Source: an optimization exercise on an open RTL-to-GDS flow (aim: small area and a short achievable clock period). Production flows keep margins and buffers that such runs may drop.
Only simulation tests tie the RTL to the original design; equivalence was not proved.

==> flow/design.v (outline; a module is shown in full before it is edited, if it fits) <==
// module FA: 9 lines
// module HA: 8 lines
// module RADD: 6 lines
// module YADD: 8 lines
// module YSEL: 48 lines
// module XOR2M: 6 lines
// module INV: 5 lines
// module G_INV: 5 lines
// module G_XOR2: 6 lines
// module G_XNOR2: 6 lines
// module G_NAND2: 6 lines
// module G_NOR2: 6 lines
// module G_AOI21: 7 lines
// module G_OAI21: 7 lines
// module G_AND2: 6 lines
// module G_OR2: 6 lines
// module G_ANDN: 6 lines
// module G_ORN: 6 lines
// module G_AO21: 7 lines
// module G_MUX2: 7 lines
// module G_MUX2I: 7 lines
// module G_MUX4: 10 lines
// module QCANDN: 13 lines
// module QCAND: 11 lines
// module FIR_transposed: 6069 lines
module FIR_transposed(clk, reset, noisy_signal, filtered_real);
  // ...
==> flow/flow/run.sh <==
#!/bin/bash
# Standard layout with a larger setup-repair margin.
bash standard.sh SETUP_SLACK_MARGIN=5.8 finish > standard.log 2>&1
==> flow/standard.sh <==
#!/bin/bash
# synth_recipe.tcl (not shown) runs the flow's synth.tcl, then flattens the netlist and writes it again
# the make line also repeats each setting of config.mk as NAME=value (left out here)
make -C /OpenROAD-flow-scripts/flow DESIGN_CONFIG=/design/flow/config.mk WORK_HOME=/design/flow/orfs CLKGATE_MAP_FILE= SYNTH_SCRIPT=/design/flow/synth_recipe.tcl "${@:-finish}"
==> flow/config.mk <==
export PLATFORM = sky130hd
export DESIGN_NAME = FIR_transposed
export DESIGN_NICKNAME = FIR_transposed
export VERILOG_FILES = /design/flow/design.v
export SDC_FILE = /design/flow/constraint.sdc
export NUM_CORES = 8
export LEC_CHECK = 0
export ABC_CLOCK_PERIOD_IN_PS = 2000
export CAP_MARGIN = 20
export CORE_MARGIN = 2
export CORE_UTILIZATION = 75
export CTS_CLUSTER_DIAMETER = 100
export CTS_CLUSTER_SIZE = 22
export SETUP_SLACK_MARGIN = 5
export SLEW_MARGIN = 20
export SYNTH_HIERARCHICAL = 1
==> flow/constraint.sdc <==
create_clock -name core_clock -period 13.0 [get_ports {clk}]
set_input_delay 2.6000 -clock core_clock [delete_from_list [all_inputs] [get_ports {clk}]]
set_output_delay 2.6000 -clock core_clock [all_outputs]
set_load 0.01 [all_outputs]
==> impl_metrics.yaml, run 1 <==
sta:
  slew_violations: 0
  fin_crit_sh: 0.561
finish:
  multi_input_area_share: 0.693
  buffers: 82
  final_cell_count_no_fill: 6301
  inverters: 264
  clkbuf_count: 52
logic_synthesis:
  ys.flop_type: "dfxtp_1"
  async_flop_share: 0
  syn_nets: 7240
  syn_inst: 5011
  synth_top_cell_area_share: 0.591
  yosysUniqueCellTypes: 39
  synth-adder-area-share: 0.607
grt:
  grt_pass1_wl_um: 313000
  grt_pass1_vias: 47300
setup_path:
  crit_end: "filtered_real[10]"
cts:
  cts_tree: "built"
  htree_levels: 2
  root_buffer: "clkbuf_16"
  cts_sinks: 913
place:
  port_buffers: 33
floorplan:
  rows: 113
worst_hold_path:
  hold_path.class: "flip-flop to flip-flop"
status:
  status: "no timing/DRC/antenna violations"
drt:
  wl_per_cell_um: 33.7
==> run 2: changes to the inputs <==
--- a/flow/config.mk
+++ b/flow/config.mk
@@ -9,5 +9,5 @@
 export CAP_MARGIN = 20
 export CORE_MARGIN = 2
-export CORE_UTILIZATION = 75
+export CORE_UTILIZATION = 55
 export CTS_CLUSTER_DIAMETER = 100
 export CTS_CLUSTER_SIZE = 22
==> impl_metrics.yaml, run 2 <==
floorplan:
  core_um2: 129000
  start_util: 0.555
  die_height_um: 365
  fp.dieW_um: 365
  rows: 132
  ioPinCount: 34
  dieArea_um2: 133000
cts:
  htree_levels: 2
  root_buffer: "clkbuf_16"
  clk_latency_ps: 720
  cts_buffers: 52
  cts_hold_buf: 0
  cts_sinks: 913
  clk_path_buf_depth: 3
  clkSlewWorstSetupHoldPaths_ps: 90
  cts_tree: "built"
grt:
  grt_max_degree: 192
  grt.overflow.total: 0
  grt_pass1_vias: 44500
  grt_pass1_wl_um: 312000
  antenna_found_initial: 1
  grt_use_total: 0.341
sta:
  slew_violations: 0
  slew_headroom: 0.294
  fin_crit_sh: 0.554
  rsz0062_at_grt: "yes"
  setup_tns_ps: 0
  worst_clock_skew_ps: 62.9
  finalSetupViolCount: 0
  fmax_mhz: 139
  worst_pin_slew_ps: 1060
  holdWs_ps: 349
  finalHoldViolations: 0
  finalCriticalPeriod_ps: 7200
logic_synthesis:
  yosysSeqAreaShare: 0.254
  synth_most_common_cell: "fa_1"
  ys_top_cells_by_area: "fa_1, dfxtp_1, nand2_1"
  synth-seq-cells: 913
  avgSynthCellArea_um2: 14.3
  syn_inst: 5011
  yosysUniqueCellTypes: 39
  netlist_area_um2: 71800
  synth_warnings: 7
  ys.flop_type: "dfxtp_1"
  synth_edf_count: 0
  synth_top_cell_area_share: 0.591
  synth_top_cell_by_area: "fa_1"
  syn_nets: 7240
  synthTopCellsByCount: "fa_1, dfxtp_1, nand2_1"
  async_flop_share: 0
setup_path:
  worstSetupEndpointType: "output port"
  critPathRequiredTime_ps: 10400
  path_max_fanout: 7
  cp.arrival_ps: 4600
  critPathLaunchType: "primary input"
  rrSetupSlack_ps: 5940
  crit_type: "primary input to output port"
flow_run:
  cap_violations: 0
finish:
  utilization: 0.585
  largest_reg_flops: 32
  nets: 7250
  area_growth_pct: 5.49
  final_area_um2: 75800
  final_common_cell: "fa_1"
  largestRegisters: "R: 32 flops, T1a: 31 flops, T2a: 30 flops"
  largest_register: "R"
  drive_gt1_frac: 0.0630
  num-fill-cells: 10500
  layout_common_cells: "fa_1, dfxtp_1, nand2_1"
  antenna_cells: 0
place:
  place.gp.congestion: 1.00
  port_buffers: 33
  dpl_cell_area_um2: 73600
  dpl.hpwl_um: 181000
drt:
  drt-total-wl_um: 212000
  ant_nets: 0
  first_iter_violations: 3108
  via_per_inst: 5.60
  vias: 37900
  drc: 0
  wl_per_cell_um: 31.2
  firstDrtPassIters: 5
worst_hold_path:
  hold_path.class: "flip-flop to flip-flop"
status:
  status: "no timing/DRC/antenna violations"
[run 2: changes by cell type in the layout (fill, tap and decap cells not counted), moves of 3 or more]
| cell | delta |
|---|---|
| clkbuf_2 | -6 |
| buf_4 | -10 |
| buf_6 | +4 |
| ha_4 | -6 |
| dfxtp_2 | +3 |
| ha_1 | +13 |
| buf_2 | +4 |
| ha_2 | -7 |
| clkinv_8 | +5 |
| dlygate4sd2_1 | +4 |
[run 2: through the flow]
step	instances	setup slack (ps)
finish	6777	5800
CTS	6770	5650
global placement	6687	4490
global route	6777	5750
detailed placement	6687	4400
floorplan	5011	6350
[run 2: layer usage]
layer	track usage	vias to the layer above	wire, µm
met5	0	-	13
met4	0.127	2	10300
met3	0.0851	386	18400
met2	0.554	1386	102000
met1	0.449	21000	81100
li1	-	15100	-
[run 2: layout make-up]
class | instances | area [µm²] | share of cell area
multi-input combinational | 3715 | 52000 | 0.686
inverter | 264 | 998 | 0.0132
sequential | 913 | 18300 | 0.241
clock buffer | 52 | 1300 | 0.0172
timing repair buffer | 75 | 769 | 0.0102
clock inverter | 16 | 235 | 0.00310
tap | 1742 | 2180 | 0.0288
[run 2: worst max-delay path, cell delays in order]
cell	delay (ps)
buf_12	110
xor2_2	170
xor2_1	180
nor2_2	160
o21ai_2	90
a21oi_2	240
o21ai_4	100
buf_12	150
a21oi_4	230
buf_6	140
buf_4	100
mux2i_1	180
buf_2	150
[run 2: per-module statistics from Yosys (local to each module, per instance), a selection]
module / cells inside / flops+latches
G_NAND2: 1 / 0
G_XOR2: 1 / 0
G_INV: 1 / 0
QCANDN: 171 / 0
FIR_transposed: 2161 / 913
HA: 1 / 0
G_ORN: 1 / 0
G_AO21: 1 / 0
G_MUX2I: 1 / 0
G_ANDN: 1 / 0
G_NOR2: 1 / 0
G_AND2: 1 / 0
G_OR2: 1 / 0
FA: 1 / 0
[run 2: cell families (layout without fill, tap and decap cells)]
family,count (synthesis),in the layout,share of synthesized area
AOI/OAI and AO/OA,87,87,0.00878
xor gates and xnor gates,155,155,0.0189
adders and majority gates,2211,2211,0.607
buffers and inverters,383,407,0.0271
DFF,913,913,0.254
muxes,111,111,0.0165
and+or+nand+nor,1151,1151,0.0676
[run 2: path summary, 6_finish.rpt]
check | startpoint | to | cells past startpoint
setup / recovery | noisy_signal[9] | filtered_real[15] | 13
setup reg to reg | h3[9] | T2a[18] | 16
hold / removal | h22[7] | h23[7] | 1
hold reg to reg | h22[7] | h23[7] | 1
[run 2: timing repair]
action	CTS	global route
cloned	2	0
resized for setup	164	144
pin swaps	6	16
buffers inserted	13	7
setup endpoints to repair	36	45

[static timing again, ports no longer ideal]
Ports are ideal in the flow. The routed layouts listed here were re-timed in OpenROAD. Step 1 assumes that a clkbuf_16 drives the clock port and a buf_2 every other input. Step 2 also shifts input and output timing later by t, the mid clock arrival at the registers, as if the neighbouring blocks saw the same clock. Three values: ideal, step 1, step 2; two values: the first two.
run	t (ns)	slack for setup (ns)	worst slew at a driven data input, ns
run 1	0.734	5.705 / 5.660 / 5.652	0.06
run 2	0.766	5.802 / 5.739 / 5.583	0.09
After both steps every run listed still meets setup and hold. For run 2, which loses most, drivers alone change the setup slack by -0.063 ns; drivers and shift together by -0.219 ns.
